This design comes from an exercise in tuning for small area on the open sky130 flow, not from production work. RTL that was checked went through simulation tests only; none was proved equivalent to the original. The RTL of runs 1 and 2 was laid out without a check of its function. In runs 5 and 6 the design's own scripts or RTL, not TritonCTS, make the clock network. The flow treats the clock pin as an ideal source. Dropping or thinning the clock tree relies on that and would not hold on a real chip. No activity file was given, so power comes from the tool's default toggle rates.

## design/flow/standard.sh

```bash
#!/bin/bash
# synth_recipe.tcl (not shown) runs the flow's synth.tcl, then flattens the netlist and writes it again
# the make line also repeats each setting of config.mk as NAME=value (left out here)
make -C /OpenROAD-flow-scripts/flow DESIGN_CONFIG=/design/flow/config.mk WORK_HOME=/design/flow/orfs CLKGATE_MAP_FILE= SYNTH_SCRIPT=/design/flow/synth_recipe.tcl "${@:-finish}"
```

## design/flow/design.v

```verilog
`timescale 1ns / 1ps
module top_module(
    input i_clk,
    input i_reset_btn,
    input i_wr_btn,
    input i_val_inc_btn,
    input i_val_dec_btn,
    input i_sel_inc_btn,
    input i_sel_dec_btn,
    output o_rs,
    output o_e,
    output [7:0] o_d
    );
    wire rst = ~i_reset_btn;
    reg [3:0] P;
    reg [3:0] a;
    reg [5:0] b;
    reg [1:0] q;
    reg [1:0] m;
    reg [3:0] R0, R1, R2, R3;
    reg [3:0] h;
    reg C, hc;
    reg wr;
    reg [1:0] sel;
    reg [4:0] d1, d2, d3;
    wire [4:0] pr = d2 & ~d3;    
    wire tk    = ~P[3] & ~P[2] & ~P[1] & ~P[0];      
    wire a12   = a[3] & a[2];
    wire wrap  = a12 & b[4] & b[3] & b[2];            
    wire at448 = wrap & ~b[0];                       
    wire e_tk  = a12 & b[4] & b[3] & ~b[2] & b[1] & b[0];    
    wire b34   = b[5] & b[1];
    wire f_ev  = at448 & P[3] & P[2] & ~P[1] & P[0];         
    wire [3:0] Pn = {P[3] ^ ~(P[2] | P[1] | P[0]), P[2] ^ ~(P[1] | P[0]), P[1] ^ ~P[0], ~P[0]};
    wire [5:0] bt;
    assign bt[0] = tk;
    assign bt[1] = tk & b[0];
    assign bt[2] = bt[1] & b[1];
    assign bt[3] = bt[2] & b[2];
    assign bt[4] = bt[3] & b[3];
    assign bt[5] = bt[4] & b[4];
    wire [5:0] bn = (b ^ bt) & {6{~(tk & (wrap | b34))}};
    wire ainc = tk & b34;
    wire [3:0] at;
    assign at[0] = ainc;
    assign at[1] = ainc & a[0];
    assign at[2] = at[1] & a[1];
    assign at[3] = at[2] & a[2];
    wire [3:0] an = (a ^ at) & {4{~(tk & wrap)}};
    wire [1:0] qn = (tk & wrap) ? {q[0], ~q[1] & ~q[0]} : q;
    wire edit_req = wr & (pr[1] | pr[2]);
    wire run_req  = (q == 2'd0) & ~wr;
    wire inc = ~e_tk | pr[1];
    wire units = P[0];
    wire wmax = units ? (R3[3] & R3[0]) : (R3[2] & R3[0]);        
    wire wmin = ~R3[2] & ~R3[1] & ~R3[0] & (~R3[3] | ~units);     
    wire w = inc ? wmax : wmin;
    wire [2:0] lo = w ? (inc ? 3'd0 : {units ? 3'd1 : 3'd5}) : (inc ? R3[2:0] + 1'b1 : R3[2:0] - 1'b1);
    wire b3u = w ? (~inc) : (inc ? (R3[3] | (R3[2] & R3[1] & R3[0])) : (R3[3] & (R3[2] | R3[1] | R3[0])));
    wire pm_tg = ~P[3] & P[2] & P[1] & ~P[0] & hc;                 
    wire [3:0] rdn = {units ? b3u : R3[3], lo};
    wire act = C & P[3];
    wire [3:0] rnew = rst ? 4'd0 : {act ? rdn[3] : (R3[3] ^ pm_tg), act ? lo : R3[2:0]};
    wire p12 = P[3] & P[2] & ~P[1] & ~P[0];
    wire p7  = ~P[3] & P[2] & P[1] & P[0];
    wire hh11 = h[3] & h[1] & h[0];
    wire hh_en = p7 & (e_tk ? (edit_req & (sel == 2'd2)) : C);
    always @(posedge i_clk) begin
        R0 <= rnew;
        R1 <= R0;
        R2 <= R1;
        R3 <= R2;
        P <= Pn | {4{rst}};
        a <= rst ? 4'd12 : an;
        b <= rst ? 6'd29 : bn;
        q <= rst ? 2'd0 : qn;
        if (rst) begin
            m <= 2'd0;
            h <= 4'd0;
            C <= 1'b0;
            hc <= 1'b0;
            wr <= 1'b0;
            sel <= 2'd0;
            d1 <= 5'd0; d2 <= 5'd0; d3 <= 5'd0;
        end else begin
            if (f_ev) begin
                d1 <= ~{i_sel_dec_btn, i_sel_inc_btn, i_val_dec_btn, i_val_inc_btn, i_wr_btn};
                d2 <= d1;
                d3 <= d2;
                wr <= wr ^ pr[0];
                if (pr[3]) sel <= sel + 1'b1;
                else if (pr[4]) sel <= sel - 1'b1;
                if (m != 2'd0) m <= {1'b1, edit_req};
                else m <= {1'b0, q == 2'd0};
            end
            if (p12 & at448 & run_req & m[1]) m[0] <= 1'b1;
            case (P)
                4'd12: C <= e_tk ? (edit_req & (sel == 2'd0)) : (at448 & run_req);
                4'd11, 4'd9: C <= C & w;
                4'd10: C <= e_tk ? (edit_req & (sel == 2'd1)) : (C & w);
                4'd8: C <= ~e_tk & C & w;
                4'd7: C <= 1'b0;
                default: ;
            endcase
            if (p7) hc <= e_tk ? (edit_req & (sel == 2'd3)) : (C & hh11);
            else hc <= 1'b0;
            if (hh_en) begin
                if (inc) h <= hh11 ? 4'd0 : h + 1'b1;
                else h <= (h == 4'd0) ? 4'd11 : h - 1'b1;
            end
        end
    end
    wire [1:0] slot = {a[3] | a[1], ~a[1] & (a[3] | a[0])};
    wire [1:0] stg = slot + ~P[1:0];
    reg [3:0] rd;
    always @(*) begin
        case (stg)
            2'd0: rd = R0;
            2'd1: rd = R1;
            2'd2: rd = R2;
            default: rd = R3;
        endcase
    end
    wire pm = rd[3];
    wire hh_t = h[3] & h[1];
    wire [3:0] hh_u = {h[3] & ~hh_t, h[2:1] & {2{~hh_t}}, h[0]};
    wire [3:0] D = (~a[3] & ~a[2]) ? (a[1] ? hh_u : {3'd0, hh_t}) : {rd[3] & ~(a[1] & a[0]), rd[2:0]};
    wire mA   = (m == 2'b00);
    wire a0z  = ~a[3] & ~a[2] & ~a[1] & ~a[0];
    wire a_ch = ~a0z & ~a12;                         
    wire mB   = (m == 2'b01);
    wire mN1  = (m == 2'b11);
    wire w_char = a_ch & ((mB & (b == 6'd5)) | (mN1 & (b == 6'd0)));
    wire w_set  = a0z & ((mB & (b == 6'd6)) | (mN1 & (b == 6'd1)));
    wire w_pu   = mA & (((q == 2'd1) & ((a0z & ((b == 6'd0) | (b == 6'd33))) |
                                        ((a == 4'd1) & (b == 6'd30)) |
                                        ((a == 4'd2) & (b == 6'd27)))) |
                        ((q == 2'd0) & a12 & (b == 6'd3)));
    wire wt = w_char | w_set | w_pu;
    assign o_e = wt & P[3] & ~(P[2] & P[1] & P[0]);
    assign o_rs = ~mA & ~a0z;
    wire a1011 = a[3] & a[1];                                    
    wire col = (~a[3] & ~a[2] & a[1] & a[0]) | (a[2] & a[1] & ~a[0]);    
    wire dg = ~a0z & ~a1011 & ~(a[3] & a[0]) & ~col;             
    assign o_d[7] = ~mA & a0z;
    assign o_d[6] = ~mA & a1011;
    assign o_d[5] = ~(mA ^ a0z) & ~a1011;
    assign o_d[4] = mA ? a0z : ((~a[3] & ~a0z) | (a[3] & ~a[0] & (~a[1] | pm)));
    wire [3:0] cA = a0z ? 4'b1000 : a[3] ? 4'b0110 : a[1] ? 4'b0001 : 4'b1100;
    wire [3:0] cN = col ? 4'b1010 : (a[3] & a[1] & a[0]) ? 4'b1101 : a1011 ? {3'b000, ~pm} : 4'b0000;
    assign o_d[3:0] = mA ? cA : (dg ? D : cN);
endmodule
```

## design/flow/flow/run.sh

```bash
#!/bin/bash
# Standard ORFS layout with three changes that only affect cell area:
#  - synthesis's ABC step runs an area-only script (flow/abc_area.script:
#    choice + amap, no buffering or upsizing); the synthesis is otherwise
#    the standard flow's own (synth_recipe.tcl), so the registers are the standard ones;
#  - ports are buffered (as standard) but with the smallest buffer;
#  - CTS uses small clock buffers and no dummy loads.
set -euo pipefail
W=$PWD
rm -rf "$W/myscripts"
cp -r "$FLOW_HOME/scripts" "$W/myscripts"
cp "$W/flow/abc_area.script" "$W/myscripts/abc_area.script"
bash standard.sh SCRIPTS_DIR="$W/myscripts" ABC_AREA=1 synth > "$W/synth.log" 2>&1
bash standard.sh "BUFFER_PORTS_ARGS=-buffer_cell sky130_fd_sc_hd__buf_1" \
  "CTS_ARGS=-sink_clustering_enable -repair_clock_nets -dont_use_dummy_load -buf_list sky130_fd_sc_hd__clkbuf_4 -root_buf sky130_fd_sc_hd__clkbuf_4 -sink_clustering_size 30" \
  finish > "$W/layout.log" 2>&1
```

## design/flow/constraint.sdc

```tcl
create_clock -name core_clock -period 10.0 [get_ports {i_clk}]
set_input_delay 2.0000 -clock core_clock [delete_from_list [all_inputs] [get_ports {i_clk}]]
set_output_delay 2.0000 -clock core_clock [all_outputs]
set_load 0.01 [all_outputs]
```

## design/flow/config.mk

```make
export PLATFORM = sky130hd
export DESIGN_NAME = top_module
export DESIGN_NICKNAME = top_module
export VERILOG_FILES = /design/flow/design.v
export SDC_FILE = /design/flow/constraint.sdc
export NUM_CORES = 4
export LEC_CHECK = 0
export CAP_MARGIN = 20
export CORE_MARGIN = 2
export CORE_UTILIZATION = 40
export SLEW_MARGIN = 20
```

## design/flow/flow/abc_area.script

```
strash
dch
amap
topo
```

==> key figures, run 1 <==
Status
  • Status: timing/DRC/antenna clean

Critical path
  • Crit path DAT: 3.17 ns
  • Largest stage delay, worst path: 0.39 ns
  • Largest delay share family, worst path: simple AND/OR/NAND/NOR gates
  • Kind of critical path: flop to output port
  • Setup crit start kind: flop
  • Worst endpoint required time: 8.00 ns
  • Cell depth of the worst setup path: 11
  • Crit path cell chain: nor2_1 -> clkinv_1 -> nor2_1 -> clkinv_1 -> o32a_1 -> nor4_1 -> a31oi_1 -> nor3_1 -> o21ai_0 -> a311oi_1 -> buf_1
  • R2r worst-path depth: 11
  • Crit path capture type: output port
  • CP Max Fanout: 8
  • Buf/Inv on CP: 3
  • CP max-delay cell: dfxtp_1

Clock tree
  • CTS Root Cell: clkbuf_4
  • Clock Latency Late Sink: 0.42 ns
  • Clock buffer depth: 2
  • CTS tree: built
  • Reg clk slew, reported paths: 0.09 ns
  • Clock buffer count from CTS: 9
  • Hold_buf cts: 0
  • Setup Fix Bufs, Post-CTS: 0
  • Clock sinks: 58
  • # H-tree levels: 3
  • CTS resizes: 0

Route
  • Via count: 2650
  • First-pass iteration count of the detailed router: 7
  • Drt first-iter violations: 166
  • Final ANT Viol Nets: 0
  • Via-to-Cell Ratio: 5.41
  • Routed wire length: 6.81 mm
  • WL/cell: 13.9 um
  • DRC violation count after routing: 0

Place
  • I/O Buffers: 16
  • Post-DP Area: 0.00313 sq mm
  • DP Wirelength: 4.92 mm
  • Setup WS pre-CTS: 5.24 ns
  • Placer Congestion: 0.857

Floorplanning
  • Die area: 0.00808 sq mm
  • Height of the die: 89.9 um
  • Die Wd: 89.9 um
  • Row cnt: 31
  • Top-level I/O count: 17
  • CORE AREA: 0.00721 sq mm
  • Initial Util: 40.9%

Logic synthesis
  • Synth top area share: 39.4%
  • Sequential-to-total area share from yosys stat: 39.4%
  • Synth area leader: dfxtp_1
  • Synth area leaders: dfxtp_1 (39%), ha_1 (9.3%), nor2_1 (6.6%), clkinv_1 (6.4%), nand2_1 (4.1%)
  • Top FF cell, synth: dfxtp_1
  • Cell count after synthesis: 366
  • Post-synth EDFFs: 0
  • Top cells by count, synth: dfxtp_1 (58), nor2_1 (52), clkinv_1 (50), nand2_1 (32), ha_1 (22)
  • Synth Area per Inst: 8.06 sq um
  • Post-synth cell types: 39
  • Count leader, synth: dfxtp_1
  • Ys async rst share: 0%
  • Synthesized area: 0.00295 sq mm
  • Yosys Warn Count: 1
  • Synthesis-stage register bit count: 58
  • Syn nets: 396

Cells and area
  • Area Overhead vs Synth: 8.53%
  • Design area: 0.00320 sq mm
  • Antenna diodes: 0
  • Layout cells sized above 1: 2.30%
  • FILL cells: 784
  • Nets: 423

Timing
  • Final count of hold timing violations: 0
  • Hold Slack: 0.333 ns
  • Actual slew at the worst max-slew pin: 0.933 ns
  • Relative slew margins: 37.8%
  • Period Utilization, post-route: 51.7%
  • Final setup viols: 0
  • Setup ws final: 4.83 ns
  • RSZ-0062 raised after global routing: no
  • Highest Clock Rate: 0.193 GHz
  • Final Skew: 0.0441 ns
  • TNS Setup: 0 ns
  • Fin. max-slew vios: 0
  • Post-layout min period: 5.17 ns

Global route
  • First-pass GRT wire length: 11.5 mm
  • Aggregate global routing overflow: 0
  • Initial antenna violation count: 0
  • Vias in the first global route: 2395
  • GRT Util Overall: 17.7%
  • Largest net degree at the start of global routing: 27

Pwr
  • Leakage dissipation: 1.14 nW
  • PD cells: 121 mW/mm^2
  • Tot Pwr: 0.389 mW
  • Peak supply drop: 0.0772 mV

Worst hold path
  • Worst min path class: flop to flop
  • Hold depth: 0

Flow run
  • Max Cap Viol: 0
==> layout make-up <==
type / instances / area, sq um / area share, %
multi-input cells: 258 / 1600 / 50.0
repair buffers: 16 / 60.1 / 1.88
flip-flops and latches: 58 / 1160 / 36.3
clock buffers: 9 / 67.6 / 2.11
well taps: 99 / 124 / 3.87
inverters: 50 / 188 / 5.86
==> cells in the final DEF, fill, tap and decap left out, types with 4 or more instances in the layout <==
master | netlist | final
dfxtp_1 | 58 | 58
nor2_1 | 52 | 52
clkinv_1 | 50 | 50
nand2_1 | 32 | 32
ha_1 | 22 | 22
a21oi_1 | 21 | 21
o21ai_0 | 21 | 21
nor3_1 | 19 | 19
buf_1 | 0 | 16
clkbuf_4 | 0 | 9
a22oi_1 | 8 | 8
o22ai_1 | 7 | 7
a221oi_1 | 7 | 7
nand3_1 | 6 | 6
a211oi_1 | 6 | 6
or2_0 | 4 | 4
nor2b_1 | 4 | 4
o221ai_1 | 4 | 4
a31oi_1 | 4 | 4
a311oi_1 | 4 | 4
==> flip-flops by register name, indices dropped and copies added, names as in the netlist, 2 cells and up <==
register	count
P	4
R2	4
sel	2
q	2
R3	4
R1	4
h	4
a	4
d2	5
d3	5
d1	5
R0	4
m	2
b	6
==> cell families (layout without fill, tap and decap cells) <==
kind of cell	after synthesis	after routing	share of synthesized area, %
and+or+nand+nor	128	128	19.2
AOI/OAI and AO/OA	106	106	24.7
adders and majority gates	23	23	10.0
buffers and inverters	50	75	6.36
xor gates and xnor gates	1	1	0.297
DFF	58	58	39.4
==> per-stage QoR <==
stage | util, % | std cells
floorplan | - | 366
global placement | 43.4 | 481
detailed placement | 43.4 | 481
CTS | 44.4 | 490
global route | 44.4 | 490
finish | 44.4 | 490
==> power breakdown <==
part	switching, mW	total (mW)	internal [mW]
logic	0.0175	0.0273	0.00979
clock network	0.0771	0.119	0.0417
registers	0.00619	0.242	0.236
==> worst paths after layout <==
kind          from  endpoint  slack (ns)
max           a[3]       o_e        4.83
min          R1[2]     R2[2]        0.33
max reg2reg   a[3]     R0[2]        6.44
min reg2reg  R1[2]     R2[2]        0.33
==> worst reg2reg max path, cell delays in order (launching register included) <==
cell and delay (ns):
dfxtp_1 0.47, clkinv_1 0.22, nor2_1 0.28, nand3_1 0.16
nor2_1 0.34, clkinv_1 0.21, nor2_1 0.61, clkinv_1 0.38
o22ai_1 0.25, a21oi_1 0.12, o221a_1 0.22, a211oi_1 0.19
==> layer usage <==
layer  GRT usage [%]  wire length (um)
met2            27.1              3130
met3            4.78               268
met4            6.54                70
met1            24.0              3350
met5               0                 0
==> run 2, diff against run 1 <==
--- a/design/flow/flow/run.sh
+++ b/design/flow/flow/run.sh
@@ -14,3 +14,3 @@
 bash standard.sh "BUFFER_PORTS_ARGS=-buffer_cell sky130_fd_sc_hd__buf_1" \
-  "CTS_ARGS=-sink_clustering_enable -repair_clock_nets -dont_use_dummy_load -buf_list sky130_fd_sc_hd__clkbuf_4 -root_buf sky130_fd_sc_hd__clkbuf_4 -sink_clustering_size 30" \
+  "CTS_ARGS=-sink_clustering_enable -repair_clock_nets -dont_use_dummy_load -buf_list sky130_fd_sc_hd__clkbuf_4 -root_buf sky130_fd_sc_hd__clkbuf_4 -sink_clustering_size 30 -sink_clustering_max_diameter 200" \
   finish > "$W/layout.log" 2>&1
==> run 2 against run 1 <==
Wire length did not move; clock power barely moved; worst setup slack did not move; cell area did not move; final cell count did not move; highest routed layer unchanged; critical path type unchanged; still clean on timing, DRC and antenna; sequential share of layout area did not move.
==> key figures, run 2 <==
Status
  • Status: timing/DRC/antenna clean

Global route
  • Initial antenna violation count: 0
  • First-pass GRT wire length: 11.5 mm
  • Largest net degree at the start of global routing: 27
  • GRT Util Overall: 17.7%
  • Vias in the first global route: 2395
  • Aggregate global routing overflow: 0

Route
  • Via count: 2650
  • Via-to-Cell Ratio: 5.41
  • Drt first-iter violations: 166
  • First-pass iteration count of the detailed router: 7
  • WL/cell: 13.9 um
  • Routed wire length: 6.81 mm
  • Final ANT Viol Nets: 0
  • DRC violation count after routing: 0

Cells and area
  • Nets: 423
  • Most common cell after layout, fill and taps aside: dfxtp_1
  • Area Overhead vs Synth: 8.53%
  • Commonest non-fill, non-tap cells in the layout: dfxtp_1 (58), nor2_1 (52), clkinv_1 (50)
  • Top reg by flops: b
  • Layout cells sized above 1: 2.30%
  • Antenna diodes: 0
  • Number of flip-flops in the largest register: 6
  • FILL cells: 784

Critical path
  • R2r worst-path depth: 11
  • Kind of critical path: flop to output port
  • Crit path capture type: output port
  • Setup crit start kind: flop
  • Crit path DAT: 3.17 ns
  • Worst endpoint required time: 8.00 ns
  • CP Max Fanout: 8

Timing
  • Actual slew at the worst max-slew pin: 0.933 ns
  • TNS Setup: 0 ns
  • Relative slew margins: 37.8%
  • Post-layout min period: 5.17 ns
  • Highest Clock Rate: 0.193 GHz
  • RSZ-0062 raised after global routing: no
  • Period Utilization, post-route: 51.7%
  • Final Skew: 0.0441 ns
  • Fin. max-slew vios: 0
  • Hold Slack: 0.333 ns
  • Final setup viols: 0
  • Final count of hold timing violations: 0

Floorplanning
  • Height of the die: 89.9 um
  • Die Wd: 89.9 um
  • Initial Util: 40.9%
  • Die area: 0.00808 sq mm
  • Top-level I/O count: 17
  • CORE AREA: 0.00721 sq mm
  • Row cnt: 31

Clock tree
  • Setup Fix Bufs, Post-CTS: 0
  • # H-tree levels: 3
  • CTS resizes: 0
  • Hold_buf cts: 0
  • Clock sinks: 58
  • Clock buffer count from CTS: 9
  • CTS Root Cell: clkbuf_4
  • Clock Latency Late Sink: 0.42 ns
  • Clock buffer depth: 2
  • Reg clk slew, reported paths: 0.09 ns
  • CTS tree: built

Logic synthesis
  • Sequential-to-total area share from yosys stat: 39.4%
  • Count leader, synth: dfxtp_1
  • Synthesis-stage register bit count: 58
  • Ys async rst share: 0%
  • Synthesized area: 0.00295 sq mm
  • Post-synth cell types: 39
  • Syn nets: 396
  • Cell count after synthesis: 366
  • Synth area leader: dfxtp_1
  • Synth Area per Inst: 8.06 sq um
  • Synth top area share: 39.4%
  • Top FF cell, synth: dfxtp_1
  • Yosys Warn Count: 1
  • Post-synth EDFFs: 0
  • Synth area leaders: dfxtp_1 (39%), ha_1 (9.3%), nor2_1 (6.6%), clkinv_1 (6.4%), nand2_1 (4.1%)
  • Top cells by count, synth: dfxtp_1 (58), nor2_1 (52), clkinv_1 (50), nand2_1 (32), ha_1 (22)

Flow run
  • Max Cap Viol: 0

Pwr
  • Leakage dissipation: 1.14 nW
  • Peak supply drop: 0.0772 mV
  • PD cells: 121 mW/mm^2

Place
  • DP Wirelength: 4.92 mm
  • Placer Congestion: 0.857
  • I/O Buffers: 16

Worst hold path
  • Worst min path class: flop to flop
  • Hold depth: 0
[run 2: cell families after synthesis]
kind of cell    after synthesis  share of synthesized area, %
xor+xnor                      1                         0.297
compound gates              106                          24.7
simple gates                128                          19.2
buf+inv                      50                          6.36
fa+ha+maj                    23                          10.0
flops                        58                          39.4
[run 2: cell type report]
cell class,count,area [sq um],area share [%]
Clock buffer,9,67.6,2.11
Inverter,50,188,5.86
Sequential cell,58,1160,36.3
Tap cell,99,124,3.87
Multi-Input combinational cell,258,1600,50.0
Timing Repair Buffer,16,60.1,1.88
[run 2: worst paths after layout]
kind	from	end	slack, ns
hold reg to reg	R1[2]	R2[2]	0.33
hold / removal	R1[2]	R2[2]	0.33
setup reg to reg	a[3]	R0[2]	6.44
setup / recovery	a[3]	o_e	4.83
[run 2: per-stage QoR]
step	setup slack, ns	total power [mW]	cell area (sq um)	std cells	util, %
after floorplan	5.84	0.266	2950	366	-
after global placement	5.33	0.275	3130	481	43.4
after detailed placement	5.24	0.275	3130	481	43.4
after CTS	4.76	0.394	3200	490	44.4
after global routing	4.52	0.408	3200	490	44.4
final	4.83	0.389	3200	490	44.4
[run 2: worst max-delay path, cell delays in order (launching register included)]
cell      delay, ns
dfxtp_1        0.39
nor2_1         0.26
clkinv_1       0.22
nor2_1         0.36
clkinv_1       0.27
o32a_1         0.23
nor4_1         0.17
a31oi_1        0.06
nor3_1         0.17
o21ai_0        0.12
a311oi_1       0.34
buf_1          0.19
[run 2: metal layers]
metal | global-route usage [%] | wire [um] | up-vias
met5 | 0 | 0 | -
met1 | 24.0 | 3350 | 1210
met2 | 27.1 | 3130 | 53
met3 | 4.78 | 268 | 7
met4 | 6.54 | 70 | 0
li1 | - | - | 1380
[run 2: power by group]
group,switching (mW),leakage (nW),internal [mW]
Clock,0.0771,0.0414,0.0417
Combinational,0.0175,0.627,0.00979
Sequential,0.00619,0.469,0.236
Total,0.101,1.14,0.288
==> run 3, diff against run 2 <==
--- a/design/flow/design.v
+++ b/design/flow/design.v
@@ -21,3 +21,3 @@
     reg [3:0] h;
-    reg C, hc;
+    reg C;
     reg wr;
@@ -59,3 +59,4 @@
     wire b3u = w ? (~inc) : (inc ? (R3[3] | (R3[2] & R3[1] & R3[0])) : (R3[3] & (R3[2] | R3[1] | R3[0])));
-    wire pm_tg = ~P[3] & P[2] & P[1] & ~P[0] & hc;                 
+    wire p6  = ~P[3] & P[2] & P[1] & ~P[0];
+    wire pm_tg = p6 & (e_tk ? (edit_req & (sel == 2'd3)) : (C & (h == 4'd0)));
     wire [3:0] rdn = {units ? b3u : R3[3], lo};
@@ -80,3 +81,2 @@
             C <= 1'b0;
-            hc <= 1'b0;
             wr <= 1'b0;
@@ -101,7 +101,5 @@
                 4'd8: C <= ~e_tk & C & w;
-                4'd7: C <= 1'b0;
+                4'd6: C <= 1'b0;
                 default: ;
             endcase
-            if (p7) hc <= e_tk ? (edit_req & (sel == 2'd3)) : (C & hh11);
-            else hc <= 1'b0;
             if (hh_en) begin
--- a/design/flow/flow/run.sh
+++ b/design/flow/flow/run.sh
@@ -14,3 +14,3 @@
 bash standard.sh "BUFFER_PORTS_ARGS=-buffer_cell sky130_fd_sc_hd__buf_1" \
-  "CTS_ARGS=-sink_clustering_enable -repair_clock_nets -dont_use_dummy_load -buf_list sky130_fd_sc_hd__clkbuf_4 -root_buf sky130_fd_sc_hd__clkbuf_4 -sink_clustering_size 30 -sink_clustering_max_diameter 200" \
+  "CTS_ARGS=-sink_clustering_enable -repair_clock_nets -dont_use_dummy_load -buf_list sky130_fd_sc_hd__clkbuf_4 -root_buf sky130_fd_sc_hd__clkbuf_4 -sink_clustering_size 30" \
   finish > "$W/layout.log" 2>&1
==> run 3 against run 2 <==
Critical path depth decreased by 1; maximum frequency fell by 1.0%; non-clock buffer count is 2 higher; count of clock-buffer cells in the layout did not move; critical path type unchanged; largest cell class unchanged.
==> key figures, run 3 <==
Floorplanning
  • Height of the die: 89.2 um
  • Die area: 0.00795 sq mm
  • Initial Util: 40.7%
  • Die Wd: 89.2 um
  • Top-level I/O count: 17
  • CORE AREA: 0.00714 sq mm
  • Row cnt: 31

Route
  • Final ANT Viol Nets: 0
  • Via-to-Cell Ratio: 5.36
  • WL/cell: 13.5 um
  • Routed wire length: 6.61 mm
  • DRC violation count after routing: 0
  • Drt first-iter violations: 175
  • First-pass iteration count of the detailed router: 4
  • Via count: 2625

Critical path
  • Crit path DAT: 3.23 ns
  • Kind of critical path: flop to output port
  • R2r setup slk: 6.65 ns
  • CP Max Fanout: 12
  • Setup crit start kind: flop
  • Crit path capture type: output port
  • Worst endpoint required time: 8.00 ns

Logic synthesis
  • Ys async rst share: 0%
  • Cell count after synthesis: 364
  • Top FF cell, synth: dfxtp_1
  • Syn nets: 393
  • Sequential-to-total area share from yosys stat: 39.3%
  • Synth area leaders: dfxtp_1 (39%), ha_1 (9.1%), nor2_1 (7.0%), clkinv_1 (6.3%), a21oi_1 (6.0%)
  • Synthesized area: 0.00290 sq mm
  • Top cells by count, synth: dfxtp_1 (57), nor2_1 (54), clkinv_1 (49), a21oi_1 (35), o21ai_0 (30)
  • Post-synth cell types: 41
  • Count leader, synth: dfxtp_1
  • Synth Area per Inst: 7.97 sq um
  • Synth top area share: 39.3%
  • Synthesis-stage register bit count: 57
  • Post-synth EDFFs: 0
  • Synth area leader: dfxtp_1
  • Yosys Warn Count: 1

Cells and area
  • Number of flip-flops in the largest register: 6
  • Antenna diodes: 0
  • Nets: 422
  • Most common cell after layout, fill and taps aside: dfxtp_1
  • Commonest non-fill, non-tap cells in the layout: dfxtp_1 (57), nor2_1 (54), clkinv_1 (49)
  • Top reg by flops: b
  • Area Overhead vs Synth: 9.19%
  • Layout cells sized above 1: 2.81%

Pwr
  • Switch share: 25.2%
  • Peak supply drop: 0.0797 mV
  • Tot Pwr: 0.382 mW
  • Clock Power Share: 29.6%
  • PD cells: 121 mW/mm^2
  • Switching pwr: 0.0961 mW
  • Logic gate share of total power: 7.6%
  • Leakage dissipation: 1.17 nW
  • Sequential Power Share: 62.8%
  • Pint: 0.286 mW

Clock tree
  • Hold_buf cts: 0
  • Clock buffer depth: 2
  • Clock buffer count from CTS: 9
  • CTS resizes: 0
  • # H-tree levels: 3
  • Setup Fix Bufs, Post-CTS: 0
  • Reg clk slew, reported paths: 0.09 ns
  • Clock Latency Late Sink: 0.40 ns
  • CTS tree: built
  • CTS Root Cell: clkbuf_4
  • Clock sinks: 57

Global route
  • First-pass GRT wire length: 11.1 mm
  • Aggregate global routing overflow: 0
  • Largest net degree at the start of global routing: 33
  • Vias in the first global route: 2478
  • Initial antenna violation count: 0
  • GRT Util Overall: 18.2%

Timing
  • Final Skew: 0.0246 ns
  • Final count of hold timing violations: 0
  • Fin. max-slew vios: 0
  • TNS Setup: 0 ns
  • Highest Clock Rate: 0.191 GHz
  • Actual slew at the worst max-slew pin: 0.694 ns
  • Post-layout min period: 5.23 ns
  • RSZ-0062 raised after global routing: no
  • Final setup viols: 0
  • Period Utilization, post-route: 52.3%
  • Relative slew margins: 53.5%

Place
  • Placer Congestion: 0.925
  • DP Wirelength: 4.88 mm
  • I/O Buffers: 16

Worst hold path
  • Worst min path class: flop to flop

Status
  • Status: timing/DRC/antenna clean

Flow run
  • Max Cap Viol: 0
-- run 3: cell count changes after synthesis, sizes merged, moves of 3 or more --
| cell | before | now |
|---|---|---|
| o221ai | 4 | 1 |
| o221a | 1 | 4 |
| a221oi | 7 | 3 |
| nand2 | 32 | 23 |
| o21ai | 21 | 30 |
| nor3 | 19 | 16 |
| a311oi | 4 | 1 |
| a21oi | 21 | 35 |
| a22oi | 8 | 3 |
| or3 | 1 | 5 |
| o32ai | 2 | 5 |
| o2111ai | 3 | 0 |
-- run 3: final cells by class --
type | count | area [sq um]
inverter | 49 | 184
timing repair buffer | 18 | 75.1
fill | 762 | 3970
clock buffer | 9 | 67.6
multi-input combinational | 258 | 1580
tap | 99 | 124
sequential | 57 | 1140
-- run 3: final timing paths --
kind / from / to / cells after the start
worst max-delay path: P[0] / o_d[4] / 10
worst min-delay path: R0[3] / R1[3] / 0
worst max register to register: a[3] / wr / 11
worst min register to register: R0[3] / R1[3] / 0
-- run 3: cell families after synthesis --
logic type,synth area share [%]
and+or+nand+nor,17.3
AOI/OAI and AO/OA,26.7
xor gates and xnor gates,0.604
DFF,39.3
adders and majority gates,9.75
buffers and inverters,6.34
-- run 3: power groups by stage --
stage,clock network [mW],logic (mW),registers [mW]
floorplan,0,0.0207,0.243
global placement,0,0.0278,0.245
detailed placement,0,0.0284,0.245
CTS,0.119,0.0286,0.240
global route,0.126,0.0323,0.241
finish,0.113,0.0289,0.240
-- run 3: stage by stage --
step                      setup WS (ns)  util [%]  hold WS [ns]  area, sq um  std cells
after CTS                          4.81      44.4         0.351         3170        490
after global placement             5.39      43.4         0.345         3100        481
after global routing               4.54      44.4         0.356         3170        490
after floorplan                    5.78         -         0.330         2900        364
final                              4.77      44.4         0.349         3170        490
after detailed placement           5.28      43.4         0.338         3100        481
-- run 3: layer usage --
metal	vias to the layer above	GRT usage (%)	share of wire (%)
met4	0	8.14	1.8
met5	-	0	0
li1	1376	-	-
met1	1169	22.4	47
met2	69	29.6	46
met3	11	5.08	5.1
-- run 3: critical path, cell delays in order, from the launching register on --
cell and delay [ns]:
dfxtp_1 0.45, clkinv_1 0.37, ha_1 0.34, xor2_1 0.24
nor2_1 0.12, a22o_1 0.25, a221oi_1 0.45, nand2_1 0.11
a32oi_1 0.22, o22ai_1 0.12, buf_1 0.17
==> run 4, diff against run 3 <==
--- a/design/flow/design.v
+++ b/design/flow/design.v
@@ -54,16 +54,25 @@
     wire units = P[0];
-    wire wmax = units ? (R3[3] & R3[0]) : (R3[2] & R3[0]);        
-    wire wmin = ~R3[2] & ~R3[1] & ~R3[0] & (~R3[3] | ~units);     
-    wire w = inc ? wmax : wmin;
-    wire [2:0] lo = w ? (inc ? 3'd0 : {units ? 3'd1 : 3'd5}) : (inc ? R3[2:0] + 1'b1 : R3[2:0] - 1'b1);
-    wire b3u = w ? (~inc) : (inc ? (R3[3] | (R3[2] & R3[1] & R3[0])) : (R3[3] & (R3[2] | R3[1] | R3[0])));
+    wire r0 = R3[0], r1 = R3[1], r2 = R3[2], r3 = R3[3];
+    wire act = C & P[3];
     wire p6  = ~P[3] & P[2] & P[1] & ~P[0];
     wire pm_tg = p6 & (e_tk ? (edit_req & (sel == 2'd3)) : (C & (h == 4'd0)));
-    wire [3:0] rdn = {units ? b3u : R3[3], lo};
-    wire act = C & P[3];
-    wire [3:0] rnew = rst ? 4'd0 : {act ? rdn[3] : (R3[3] ^ pm_tg), act ? lo : R3[2:0]};
+    wire t1 = act & (inc ? (r0 & ~(units ? r3 : r2)) : (~r0 & (r1 | r2 | (units & r3))));
+    wire t2 = act & (inc ? (r0 & (r1 | (~units & r2))) : (~r0 & ~r1 & (~units | r2 | r3)));
+    wire t3 = act ? (units & (inc ? (r0 & ((r1 & r2) | r3)) : (~r0 & ~r1 & ~r2))) : pm_tg;
+    wire w = inc ? (r0 & (units ? r3 : r2)) : (~r0 & ~r1 & ~r2 & (~units | ~r3));
+    wire [3:0] rnew = (R3 ^ {t3, t2, t1, act}) & {4{~rst}};
     wire p12 = P[3] & P[2] & ~P[1] & ~P[0];
     wire p7  = ~P[3] & P[2] & P[1] & P[0];
-    wire hh11 = h[3] & h[1] & h[0];
     wire hh_en = p7 & (e_tk ? (edit_req & (sel == 2'd2)) : C);
+    wire [3:0] ht;
+    assign ht[0] = hh_en;
+    assign ht[1] = hh_en & ~(inc ^ h[0]);
+    assign ht[2] = hh_en & (inc ? (h[0] & h[1] & ~h[3]) : (~h[0] & ~h[1] & (h[2] | h[3])));
+    assign ht[3] = hh_en & (inc ? (h[0] & h[1] & (h[2] | h[3])) : (~h[0] & ~h[1] & ~h[2]));
+    wire [1:0] mn = f_ev ? ((m[1] | m[0]) ? {1'b1, edit_req} : {1'b0, q == 2'd0})
+                         : {m[1], m[0] | (p12 & at448 & run_req & m[1])};
+    wire cw = C & w;
+    wire Cn = p12 ? (e_tk ? (edit_req & (sel == 2'd0)) : (at448 & run_req))
+            : (P[3] & ~P[2]) ? (e_tk ? (P[1] ? (P[0] ? cw : (edit_req & (sel == 2'd1))) : (P[0] & cw)) : cw)
+            : p7 & C;
     always @(posedge i_clk) begin
@@ -77,34 +86,10 @@
         q <= rst ? 2'd0 : qn;
-        if (rst) begin
-            m <= 2'd0;
-            h <= 4'd0;
-            C <= 1'b0;
-            wr <= 1'b0;
-            sel <= 2'd0;
-            d1 <= 5'd0; d2 <= 5'd0; d3 <= 5'd0;
-        end else begin
-            if (f_ev) begin
-                d1 <= ~{i_sel_dec_btn, i_sel_inc_btn, i_val_dec_btn, i_val_inc_btn, i_wr_btn};
-                d2 <= d1;
-                d3 <= d2;
-                wr <= wr ^ pr[0];
-                if (pr[3]) sel <= sel + 1'b1;
-                else if (pr[4]) sel <= sel - 1'b1;
-                if (m != 2'd0) m <= {1'b1, edit_req};
-                else m <= {1'b0, q == 2'd0};
-            end
-            if (p12 & at448 & run_req & m[1]) m[0] <= 1'b1;
-            case (P)
-                4'd12: C <= e_tk ? (edit_req & (sel == 2'd0)) : (at448 & run_req);
-                4'd11, 4'd9: C <= C & w;
-                4'd10: C <= e_tk ? (edit_req & (sel == 2'd1)) : (C & w);
-                4'd8: C <= ~e_tk & C & w;
-                4'd6: C <= 1'b0;
-                default: ;
-            endcase
-            if (hh_en) begin
-                if (inc) h <= hh11 ? 4'd0 : h + 1'b1;
-                else h <= (h == 4'd0) ? 4'd11 : h - 1'b1;
-            end
-        end
+        h <= (h ^ ht) & {4{~rst}};
+        m <= mn & {2{~rst}};
+        C <= Cn & ~rst;
+        wr <= (wr ^ (f_ev & pr[0])) & ~rst;
+        sel <= (sel ^ {f_ev & (pr[3] ? sel[0] : (pr[4] & ~sel[0])), f_ev & (pr[3] | pr[4])}) & {2{~rst}};
+        d1 <= (f_ev ? ~{i_sel_dec_btn, i_sel_inc_btn, i_val_dec_btn, i_val_inc_btn, i_wr_btn} : d1) & {5{~rst}};
+        d2 <= (f_ev ? d1 : d2) & {5{~rst}};
+        d3 <= (f_ev ? d2 : d3) & {5{~rst}};
     end
--- a/design/flow/flow/run.sh
+++ b/design/flow/flow/run.sh
@@ -3,3 +3,3 @@
 #  - synthesis's ABC step runs an area-only script (flow/abc_area.script:
-#    choice + amap, no buffering or upsizing); the synthesis is otherwise
+#    choice + amap with extra area-recovery passes, no buffering or upsizing); the synthesis is otherwise
 #    the standard flow's own (synth_recipe.tcl), so the registers are the standard ones;
==> design/flow/flow/abc_area.script (replaced) <==
strash
dch
amap -F 3 -A 10
topo
==> run 4 against run 3 <==
Largest power group unchanged; sequential cell count stayed put; global-route usage increased by 0.061 points; register-to-register slack better by 0.28 ns; clock power about the same; total power down 5.7%; maximum frequency fell by 1.5%; clock skew fell by 0.00073 ns; wire length decreased by 2.5%; area after synthesis is 6.6% lower; count of clock-buffer cells in the layout unchanged; hold slack better by 0.0036 ns; via count fell by 3.3%.
==> key figures, run 4 <==
Logic synthesis
  • Yosys Warn Count: 1
  • Adder-cell share of the synthesized area: 5.54%
  • Cell count after synthesis: 338
  • Post-synth cell types: 38
  • Synth area leader: dfxtp_1
  • Largest family of logic cells by synthesized area: compound AO/OA/AOI/OAI gates
  • Synthesis-stage register bit count: 57
  • Post-synthesis xor/xnor area fraction: 0%
  • Top cells by count, synth: dfxtp_1 (57), clkinv_1 (53), nor2_1 (39), o21ai_0 (36), a21oi_1 (29)
  • Post-synthesis mux area share: 0%
  • Synth area leaders: dfxtp_1 (42%), clkinv_1 (7.3%), o21ai_0 (6.7%), ha_1 (5.5%), nor2_1 (5.4%)
  • Synth Area in Compound Gates: 29.4%
  • Sequential-to-total area share from yosys stat: 42.1%
  • Post-synth EDFFs: 0
  • Synth Area per Inst: 8.01 sq um
  • Synth Area in Simple Gates: 15.6%
  • Top FF cell, synth: dfxtp_1
  • Count leader, synth: dfxtp_1
  • Synth top area share: 42.1%
  • Ys async rst share: 0%
  • Synthesized area: 0.00271 sq mm
  • Syn nets: 357

Clock tree
  • Clock buffer depth: 2
  • CTS tree: built
  • # H-tree levels: 3
  • CTS Root Cell: clkbuf_4
  • Clock sinks: 57
  • Reg clk slew, reported paths: 0.08 ns
  • CTS resizes: 0
  • Hold_buf cts: 0
  • Clock Latency Late Sink: 0.40 ns
  • Clock buffer count from CTS: 9
  • Setup Fix Bufs, Post-CTS: 0

Floorplanning
  • Die Wd: 86.3 um
  • Die area: 0.00745 sq mm
  • Top-level I/O count: 17
  • Height of the die: 86.3 um
  • CORE AREA: 0.00646 sq mm
  • Initial Util: 41.9%
  • Row cnt: 29

Pwr
  • Leakage dissipation: 1.02 nW
  • Peak supply drop: 0.0570 mV
  • PD cells: 122 mW/mm^2

Place
  • Post-DP Area: 0.00288 sq mm
  • I/O Buffers: 16
  • Placer Congestion: 0.907
  • DP Wirelength: 4.62 mm

Status
  • Status: timing/DRC/antenna clean

Worst hold path
  • Worst min path class: flop to flop
  • Hold depth: 0

Global route
  • Largest net degree at the start of global routing: 30
  • Vias in the first global route: 2251
  • GRT Util Overall: 18.3%
  • Aggregate global routing overflow: 0
  • Initial antenna violation count: 0
  • First-pass GRT wire length: 10.6 mm

Critical path
  • CP Max Fanout: 8
  • Kind of critical path: flop to output port
  • Setup crit start kind: flop
  • Crit path capture type: output port
  • Crit path DAT: 3.31 ns
  • Worst endpoint required time: 8.00 ns
  • R2r worst-path depth: 8

Timing
  • TNS Setup: 0 ns
  • RSZ-0062 raised after global routing: no
  • Period Utilization, post-route: 53.1%
  • Post-layout min period: 5.31 ns
  • Highest Clock Rate: 0.188 GHz
  • Final setup viols: 0
  • Actual slew at the worst max-slew pin: 0.761 ns
  • Relative slew margins: 49.1%
  • Final count of hold timing violations: 0
  • Final Skew: 0.0238 ns
  • Fin. max-slew vios: 0

Route
  • Final ANT Viol Nets: 0
  • Via-to-Cell Ratio: 5.74
  • Via count: 2539
  • DRC violation count after routing: 0
  • First-pass iteration count of the detailed router: 4
  • Routed wire length: 6.45 mm
  • Drt first-iter violations: 202
  • WL/cell: 14.6 um

Cells and area
  • Number of flip-flops in the largest register: 6
  • Antenna diodes: 0
  • Layout cells sized above 1: 3.01%
  • Commonest non-fill, non-tap cells in the layout: dfxtp_1 (57), clkinv_1 (53), nor2_1 (39)
  • Design area: 0.00295 sq mm
  • FILL cells: 635
  • Most common cell after layout, fill and taps aside: dfxtp_1
  • Nets: 386
  • Area Overhead vs Synth: 8.82%
  • Top reg by flops: b

Flow run
  • Max Cap Viol: 0
## run 4: cell count changes after synthesis, moves of 3 or more
cell | before | now
a21oi_1 | 35 | 29
a311oi_1 | 1 | 4
a31oi_1 | 4 | 9
clkinv_1 | 49 | 53
ha_1 | 21 | 12
nand2_1 | 23 | 18
nor2_1 | 54 | 39
nor4_1 | 1 | 4
o21ai_0 | 30 | 36
## run 4: through the flow
step / total power [mW] / worst slack, ns / std cells / util, % / hold slack (ns)
global placement: 0.251 / 5.23 / 433 / 44.6 / 0.344
CTS: 0.366 / 4.68 / 442 / 45.6 / 0.348
global route: 0.378 / 4.38 / 442 / 45.6 / 0.339
detailed placement: 0.251 / 5.12 / 433 / 44.6 / 0.339
finish: 0.360 / 4.69 / 442 / 45.6 / 0.353
floorplan: 0.245 / 5.71 / 338 / - / 0.330
## run 4: critical path: stages (launching register included)
cell and delay (ns):
dfxtp_1 0.50, clkinv_1 0.23, a21oi_1 0.21, ha_1 0.18
nor2_1 0.05, a21oi_1 0.22, clkinv_1 0.12, nor2_1 0.14
clkinv_1 0.10, o21ai_0 0.32, o21ai_0 0.17, o32a_1 0.18
o211ai_1 0.20, a22o_1 0.15, buf_1 0.15
## run 4: kinds of logic after synthesis
family	count (synthesis)
buffers and inverters	53
DFF	57
adders and majority gates	12
AOI/OAI and AO/OA	123
and+or+nand+nor	93
## run 4: path summary, 6_finish.rpt
path              startpoint  slack (ns)     end
setup / recovery        a[0]        4.69  o_d[3]
hold / removal         R1[2]        0.35   R2[2]
setup reg to reg        a[3]        6.93  sel[1]
hold reg to reg        R1[2]        0.35   R2[2]
## run 4: layout make-up
type / instances / area [sq um] / area share [%]
repair buffers: 18 / 75.1 / 2.55
multi-input cells: 228 / 1370 / 46.4
flip-flops and latches: 57 / 1140 / 38.7
well taps: 77 / 96.3 / 3.27
clock buffers: 9 / 67.6 / 2.29
inverters: 53 / 199 / 6.75
## run 4: report_power, final
| group | switching [mW] | total, mW | internal, mW |
|---|---|---|---|
| Sequential | 0.00269 | 0.231 | 0.228 |
| Clock | 0.0728 | 0.114 | 0.0417 |
| Combinational | 0.0102 | 0.0146 | 0.00438 |
## run 4: routing by layer
metal  wire [um]  vias to the layer above  GRT usage [%]  part of all wire, %
met5           0                        -              0                    0
li1            -                     1304              -                    -
met4          94                        0           6.11                  1.5
met3         424                       10           6.38                  6.6
met2        2850                       75           28.8                   44
met1        3080                     1150           23.4                   48
==> run 5, diff against run 4 <==
==> design/flow/flow/run.sh (replaced) <==
#!/bin/bash
# Standard ORFS layout with changes that only affect cell area:
#  - synthesis's ABC step runs an area-only script (flow/abc_area.script:
#    choice + amap with extra area-recovery passes, no buffering or
#    upsizing); the synthesis is otherwise the standard flow's own (synth_recipe.tcl), so
#    the registers are the standard ones;
#  - ports are buffered (as standard) but with the smallest buffer;
#  - after CTS, flow/clock_bands.tcl replaces the clock tree with two
#    clkbuf_16, each driven by the clock port and driving half the
#    registers (split by row position), so all registers see the same
#    buffer depth.
set -euo pipefail
W=$PWD
rm -rf "$W/myscripts"
cp -r "$FLOW_HOME/scripts" "$W/myscripts"
cp "$W/flow/abc_area.script" "$W/myscripts/abc_area.script"
bash standard.sh SCRIPTS_DIR="$W/myscripts" ABC_AREA=1 synth > "$W/synth.log" 2>&1
bash standard.sh "BUFFER_PORTS_ARGS=-buffer_cell sky130_fd_sc_hd__buf_1" \
  "CTS_ARGS=-sink_clustering_enable -repair_clock_nets -dont_use_dummy_load -buf_list sky130_fd_sc_hd__clkbuf_4 -root_buf sky130_fd_sc_hd__clkbuf_4 -sink_clustering_size 30" \
  "POST_CTS_TCL=$W/flow/clock_bands.tcl" CLK_LEAF_CELL=sky130_fd_sc_hd__clkbuf_16 CLK_NGROUPS=2 \
  finish > "$W/layout.log" 2>&1
==> design/flow/flow/clock_bands.tcl (new file) <==
set block [ord::get_db_block]
set db [ord::get_db]
set ng $::env(CLK_NGROUPS)
set master [$db findMaster $::env(CLK_LEAF_CELL)]
set clk_net [$block findNet i_clk]
# old clock buffers: everything with a clkbuf master reachable from i_clk
set old {}
set todo [list $clk_net]
set sinks {}
while {[llength $todo]} {
  set n [lindex $todo 0]; set todo [lrange $todo 1 end]
  foreach it [$n getITerms] {
    set inst [$it getInst]
    if {[$it isOutputSignal]} { continue }
    if {[string match "*clkbuf*" [[$inst getMaster] getName]]} {
      if {[lsearch -exact $old $inst] < 0} {
        lappend old $inst
        lappend todo [[$inst findITerm X] getNet]
      }
    } else {
      lappend sinks $it
    }
  }
}
# sort sinks by y
set keyed {}
foreach it $sinks {
  set b [[$it getInst] getBBox]
  lappend keyed [list [expr {([$b yMin] + [$b yMax]) / 2}] [expr {([$b xMin] + [$b xMax]) / 2}] $it]
}
set keyed [lsort -integer -index 0 $keyed]
set n [llength $keyed]
# remove the old tree
foreach inst $old {
  set onet [[$inst findITerm X] getNet]
  foreach it [$inst getITerms] { $it disconnect }
  odb::dbInst_destroy $inst
  if {$onet ne "" && $onet ne $clk_net} { odb::dbNet_destroy $onet }
}
for {set g 0} {$g < $ng} {incr g} {
  set lo [expr {$g * $n / $ng}]
  set hi [expr {($g + 1) * $n / $ng}]
  set net [odb::dbNet_create $block "clknet_band_$g"]
  $net setSigType CLOCK
  set buf [odb::dbInst_create $block $master "clkbuf_band_$g"]
  [$buf findITerm A] connect $clk_net
  [$buf findITerm X] connect $net
  set sx 0; set sy 0
  for {set i $lo} {$i < $hi} {incr i} {
    set e [lindex $keyed $i]
    set it [lindex $e 2]
    $it disconnect
    $it connect $net
    incr sy [lindex $e 0]; incr sx [lindex $e 1]
  }
  set cnt [expr {$hi - $lo}]
  $buf setLocation [expr {$sx / $cnt}] [expr {$sy / $cnt}]
  $buf setPlacementStatus PLACED
  puts "clock band $g: $cnt registers"
}
puts "clock tree replaced: [llength $old] CTS buffers removed, $ng $::env(CLK_LEAF_CELL) added"
detailed_placement
check_placement -verbose
estimate_parasitics -placement
==> run 5 against run 4 <==
Still clean on timing, DRC and antenna; utilization down 0.27 points; first-iteration DRC count down 21%; register-to-register slack about the same.
==> key figures, run 5 <==
Status
  • Status: timing/DRC/antenna clean

Timing
  • Relative slew margins: 51.7%
  • Final setup viols: 0
  • RSZ-0062 raised after global routing: no
  • Post-layout min period: 5.10 ns
  • Actual slew at the worst max-slew pin: 0.722 ns
  • Final count of hold timing violations: 0
  • Hold Slack: 0.358 ns
  • Period Utilization, post-route: 51.0%
  • TNS Setup: 0 ns
  • Final Skew: 0.00993 ns
  • Highest Clock Rate: 0.196 GHz
  • Fin. max-slew vios: 0

Route
  • Via-to-Cell Ratio: 5.70
  • Routed wire length: 6.29 mm
  • Via count: 2481
  • Drt first-iter violations: 160
  • WL/cell: 14.5 um
  • Final ANT Viol Nets: 0
  • DRC violation count after routing: 0
  • First-pass iteration count of the detailed router: 4

Worst hold path
  • Hold depth: 0
  • Worst min path class: flop to flop
  • Hold endpoint: R2[2]
  • HP Start: R1[2]

Place
  • I/O Buffers: 16
  • Placer Congestion: 0.907
  • DP Wirelength: 4.62 mm
  • Dpl cells: 433
  • Post-DP Area: 0.00288 sq mm

Cells and area
  • Commonest non-fill, non-tap cells in the layout: dfxtp_1 (57), clkinv_1 (53), nor2_1 (39)
  • Top reg by flops: b
  • Most common cell after layout, fill and taps aside: dfxtp_1
  • Layout cells sized above 1: 1.12%
  • Antenna diodes: 0
  • Final Non-Filler Cells: 435
  • Number of flip-flops in the largest register: 6
  • Nets: 379
  • FILL cells: 640
  • Design area: 0.00293 sq mm
  • Area Overhead vs Synth: 8.18%

Critical path
  • FF-to-FF End: sel[1]
  • Kind of critical path: flop to output port
  • Crit path capture type: output port
  • Largest stage delay, worst path: 0.45 ns
  • R2r setup slk: 6.93 ns
  • Crit path DAT: 3.10 ns
  • Worst flop-to-flop path startpoint: a[3]
  • R2r worst-path depth: 8
  • Worst endpoint required time: 8.00 ns
  • Setup crit start kind: flop
  • CP Max Fanout: 8
  • Largest delay share family, worst path: simple AND/OR/NAND/NOR gates
  • CP max-delay cell: nor3_1
  • Crit path cell chain: nor2_1 -> clkinv_1 -> nor3_1 -> clkinv_1 -> nor2_1 -> a41oi_1 -> nor4_1 -> a31oi_1 -> nor3_1 -> a41oi_1 -> o21ai_0 -> o311a_1 -> buf_1
  • Buf/Inv on CP: 3

Global route
  • Aggregate global routing overflow: 0
  • GRT Util Overall: 17.0%
  • First-pass GRT wire length: 10.4 mm
  • Initial antenna violation count: 0
  • Vias in the first global route: 2187
  • Largest net degree at the start of global routing: 30

Floorplanning
  • Row cnt: 29
  • Top-level I/O count: 17
  • CORE AREA: 0.00646 sq mm
  • Die area: 0.00745 sq mm
  • Height of the die: 86.3 um
  • Initial Util: 41.9%
  • Die Wd: 86.3 um

Logic synthesis
  • Sequential-to-total area share from yosys stat: 42.1%
  • Synth area leaders: dfxtp_1 (42%), clkinv_1 (7.3%), o21ai_0 (6.7%), ha_1 (5.5%), nor2_1 (5.4%)
  • Synthesis-stage register bit count: 57
  • Yosys Warn Count: 1
  • Top FF cell, synth: dfxtp_1
  • Syn nets: 357
  • Count leader, synth: dfxtp_1
  • Synth area leader: dfxtp_1
  • Ys async rst share: 0%
  • Top cells by count, synth: dfxtp_1 (57), clkinv_1 (53), nor2_1 (39), o21ai_0 (36), a21oi_1 (29)
  • Synth Area per Inst: 8.01 sq um
  • Post-synth EDFFs: 0
  • Synth top area share: 42.1%
  • Synthesized area: 0.00271 sq mm
  • Post-synth cell types: 38
  • Cell count after synthesis: 338

Pwr
  • Peak supply drop: 0.0822 mV
  • Clock Power Share: 28.2%
  • Switch share: 21.1%
  • Tot Pwr: 0.343 mW
  • Switching pwr: 0.0723 mW
  • Sequential Power Share: 67.5%
  • Logic gate share of total power: 4.3%
  • PD cells: 117 mW/mm^2
  • Pint: 0.270 mW
  • Leakage dissipation: 1.01 nW

Flow run
  • Max Cap Viol: 0

Clock tree
  • Clock Latency Late Sink: 0.17 ns
  • Reg clk slew, reported paths: 0.11 ns
  • Clock sinks: 57
## run 5: cell types whose count changed in the layout (fill, tap and decap cells not counted), sizes merged
cell    previous run  this run
clkbuf             9         2
## run 5: layout make-up
class	instances	area [sq um]	share of cell area, %
multi-input combinational	228	1370	46.7
sequential	57	1140	38.9
inverter	53	199	6.79
tap	77	96.3	3.29
timing repair buffer	18	75.1	2.56
buffer	2	50.0	1.71
## run 5: logic make-up after synthesis
family	after synthesis	synth area share (%)
buf+inv	53	7.34
compound gates	123	29.4
simple gates	93	15.6
fa+ha+maj	12	5.54
flops	57	42.1
## run 5: how the worst max path moves through the flow
stage	startpoint	endpoint	slack, ns	cells past startpoint
6_report	a[3]	o_e	4.90	13
5_1_grt	a[0]	o_d[3]	4.61	14
3_5_place_dp	a[3]	o_e	5.12	13
3_3_place_gp	a[3]	o_e	5.23	13
2_1_floorplan	a[0]	o_d[3]	5.71	13
## run 5: routing by layer
layer	track usage [%]	part of all wire [%]	vias up
met3	2.10	4.0	5
met4	3.41	0.79	0
li1	-	-	1295
met1	23.9	52	1124
met2	28.1	43	57
met5	0	0	-
## run 5: per-stage QoR
step	worst slack [ns]	utilization [%]
floorplan	5.71	-
detailed placement	5.12	44.6
global route	4.61	45.4
finish	4.90	45.4
global placement	5.23	44.6
## run 5: power groups by stage
stage                     combinational (mW)  clock [mW]  sequential (mW)
after floorplan                      0.00944           0            0.236
after global placement                0.0143           0            0.236
final                                 0.0146      0.0966            0.231
after detailed placement              0.0145           0            0.236
after global routing                  0.0169       0.106            0.232
==> run 6, diff against run 5 <==
--- a/design/flow/flow/run.sh
+++ b/design/flow/flow/run.sh
@@ -3,3 +3,3 @@
 #  - synthesis's ABC step runs an area-only script (flow/abc_area.script:
-#    choice + amap with extra area-recovery passes, no buffering or
+#    deepsyn (120 s) then choice + amap with extra area-recovery passes, no buffering or
 #    upsizing); the synthesis is otherwise the standard flow's own (synth_recipe.tcl), so
==> design/flow/flow/abc_area.script (replaced) <==
strash
&get -n
&deepsyn -T 120
&put
dch
amap -F 3 -A 10
topo
==> run 6 against run 5 <==
Still clean on timing, DRC and antenna; total power is 1.2% lower; wire length fell by 5.9%; sequential cell count unchanged; via count shrank 6.9%; die area is 2.2% lower; area after synthesis shrank 2.3%; final cell count fell by 0.92%; combinational power down 4%; hold slack improved by 0.00065 ns; maximum frequency decreased by 1.7%; largest power group unchanged.
==> key figures, run 6 <==
Status
  • Status: timing/DRC/antenna clean

Global route
  • Initial antenna violation count: 0
  • Vias in the first global route: 2182
  • Aggregate global routing overflow: 0
  • First-pass GRT wire length: 10.1 mm
  • Largest net degree at the start of global routing: 30
  • GRT Util Overall: 17.1%

Cells and area
  • Multi-input logic area: 0.00128 sq mm
  • Nets: 375
  • FILL cells: 687
  • Top reg by flops: b
  • Commonest non-fill, non-tap cells in the layout: clkinv_1 (61), dfxtp_1 (57), nor2_1 (53)
  • Seq. cell area: 0.00114 sq mm
  • Fin util: 44.8%
  • Layout cells sized above 1: 0.847%
  • Area Overhead vs Synth: 8.08%
  • Antenna diodes: 0
  • Most common cell after layout, fill and taps aside: clkinv_1
  • Final Non-Filler Cells: 431
  • Design area: 0.00286 sq mm
  • Number of flip-flops in the largest register: 6

Timing
  • Final Skew: 0.0112 ns
  • Setup ws final: 4.82 ns
  • Relative slew margins: 48.5%
  • Final count of hold timing violations: 0
  • Hold Slack: 0.359 ns
  • Highest Clock Rate: 0.193 GHz
  • Final setup viols: 0
  • Fin. max-slew vios: 0
  • TNS Setup: 0 ns
  • Post-layout min period: 5.18 ns
  • RSZ-0062 raised after global routing: no
  • Period Utilization, post-route: 51.8%
  • Actual slew at the worst max-slew pin: 0.770 ns

Pwr
  • Tot Pwr: 0.338 mW
  • Peak supply drop: 0.0874 mV
  • PD cells: 118 mW/mm^2
  • Leakage dissipation: 0.980 nW

Logic synthesis
  • Synth area leaders: dfxtp_1 (43%), clkinv_1 (8.7%), nor2_1 (7.5%), ha_1 (5.7%), o21ai_0 (4.3%)
  • Synth area leader: dfxtp_1
  • Count leader, synth: clkinv_1
  • Synthesis-stage register bit count: 57
  • Post-synth EDFFs: 0
  • Cell count after synthesis: 335
  • Post-synth cell types: 35
  • Top cells by count, synth: clkinv_1 (61), dfxtp_1 (57), nor2_1 (53), o21ai_0 (23), nand2_1 (21)
  • Yosys Warn Count: 1
  • Synthesized area: 0.00265 sq mm
  • Top FF cell, synth: dfxtp_1
  • Syn nets: 354
  • Synth Area per Inst: 7.90 sq um
  • Sequential-to-total area share from yosys stat: 43.1%
  • Synth top area share: 43.1%
  • Ys async rst share: 0%

Critical path
  • R2r setup slk: 6.56 ns
  • Worst endpoint required time: 8.00 ns
  • R2r worst-path depth: 13
  • CP Max Fanout: 8
  • Kind of critical path: flop to output port
  • Worst flop-to-flop path startpoint: a[2]
  • FF-to-FF End: C
  • Crit path capture type: output port
  • Setup crit start kind: flop
  • Crit path DAT: 3.18 ns

Route
  • Via-to-Cell Ratio: 5.36
  • Drt first-iter violations: 134
  • WL/cell: 13.7 um
  • Via count: 2310
  • First-pass iteration count of the detailed router: 4
  • Routed wire length: 5.92 mm
  • DRC violation count after routing: 0
  • Final ANT Viol Nets: 0

Floorplanning
  • CORE AREA: 0.00639 sq mm
  • Initial Util: 41.4%
  • Die area: 0.00728 sq mm
  • Die Wd: 85.3 um
  • Height of the die: 85.3 um
  • Top-level I/O count: 17
  • Row cnt: 29

Worst hold path
  • Hold endpoint: R2[2]
  • Worst min path class: flop to flop
  • Hold depth: 0
  • HP Start: R1[2]

Clock tree
  • Clock sinks: 57
  • Clock Latency Late Sink: 0.17 ns
  • Reg clk slew, reported paths: 0.11 ns

Place
  • Post-DP Area: 0.00281 sq mm
  • I/O Buffers: 16
  • Setup WS pre-CTS: 5.08 ns
  • DP Wirelength: 4.49 mm
  • Placer Congestion: 0.881
  • Dpl cells: 429

Flow run
  • Max Cap Viol: 0
[run 6: changes by cell type after synthesis, moves of 7 or more]
cell      before  now
a21oi_1       29   12
nor2_1        39   53
o21ai_0       36   23
o22ai_1        5   18
clkinv_1      53   61
a31oi_1        9    2
[run 6: area by class of cell]
type                    count  share of cell area, %
plain buffers               2                   1.75
inverters                  61                   8.01
repair buffers             17                   2.36
multi-input cells         217                   44.6
flip-flops and latches     57                   39.9
well taps                  77                   3.37
[run 6: where the power goes]
| group | leakage [nW] | total (mW) | internal (mW) | switching [mW] |
|---|---|---|---|---|
| clock network | 0.0246 | 0.0946 | 0.0371 | 0.0574 |
| logic | 0.495 | 0.0140 | 0.00392 | 0.0101 |
| registers | 0.460 | 0.230 | 0.228 | 0.00183 |
[run 6: how the worst max path moves through the flow]
stage / start / to / cells after the start
finish: a[3] / o_d[0] / 13
global placement: a[0] / o_d[0] / 13
global route: a[3] / o_d[0] / 13
floorplan: a[3] / o_d[0] / 12
detailed placement: a[3] / o_d[0] / 13
[run 6: critical path, cell delays in order, from the launching register on]
cell,delay [ns]
dfxtp_1,0.41
clkinv_1,0.21
a21oi_1,0.21
ha_1,0.18
nor2_1,0.04
a21oi_1,0.17
nor2_1,0.06
a21oi_1,0.22
nor2_1,0.14
a222oi_1,0.38
a21boi_0,0.41
a211oi_1,0.14
o32ai_1,0.27
buf_1,0.19
[run 6: cell families (layout without fill, tap and decap cells)]
group,Yosys count,in the layout,share of synthesized area [%]
AO/OA/AOI/OAI,96,96,24.6
adder cells (fa/ha/maj),12,12,5.67
buffers and inverters,61,80,8.65
flip-flops,57,57,43.1
AND/OR/NAND/NOR,109,109,18.0
[run 6: per-layer routing]
metal	global-route usage, %	vias to the layer above	wire (um)
li1	-	1250	-
met1	24.8	1008	3110
met2	26.0	43	2500
met3	1.85	9	185
met4	6.49	0	131
met5	0	-	0

-- separate check: timing with driven ports --
Ports are ideal in the flow. The routed layouts listed here were re-timed in OpenROAD.
Step 1, drivers: a clkbuf_16 drives i_clk and a buf_2 each remaining input, both assumed.
Step 2 moves the port delays by t, midway between the first and last clock arrival at a register: inputs arrive t later, outputs are due t later. That takes back most of the time a late clock gives input paths.
a / b / c = ideal ports / drivers / drivers and shift; a / b = the first two.
| run | shift t [ns] | setup slack, ns | worst setup path after step 2 | cell pins on the clock port's net |
|---|---|---|---|---|
| run 1 | 0.427 | 4.826 / 4.795 / 5.222 | register to output | 1 |
| run 2 | 0.427 | 4.826 / 4.795 / 5.222 | register to output | 1 |
| run 3 | 0.416 | 4.773 / 4.744 / 5.161 | register to output | 1 |
| run 4 | 0.418 | 4.690 / 4.663 / 5.081 | register to output | 1 |
| run 5 | 0.213 | 4.901 / 4.853 / 5.066 | register to output | 2 |
| run 6 | 0.212 | 4.815 / 4.766 / 4.979 | register to output | 2 |
After both steps every run listed still meets setup and hold.
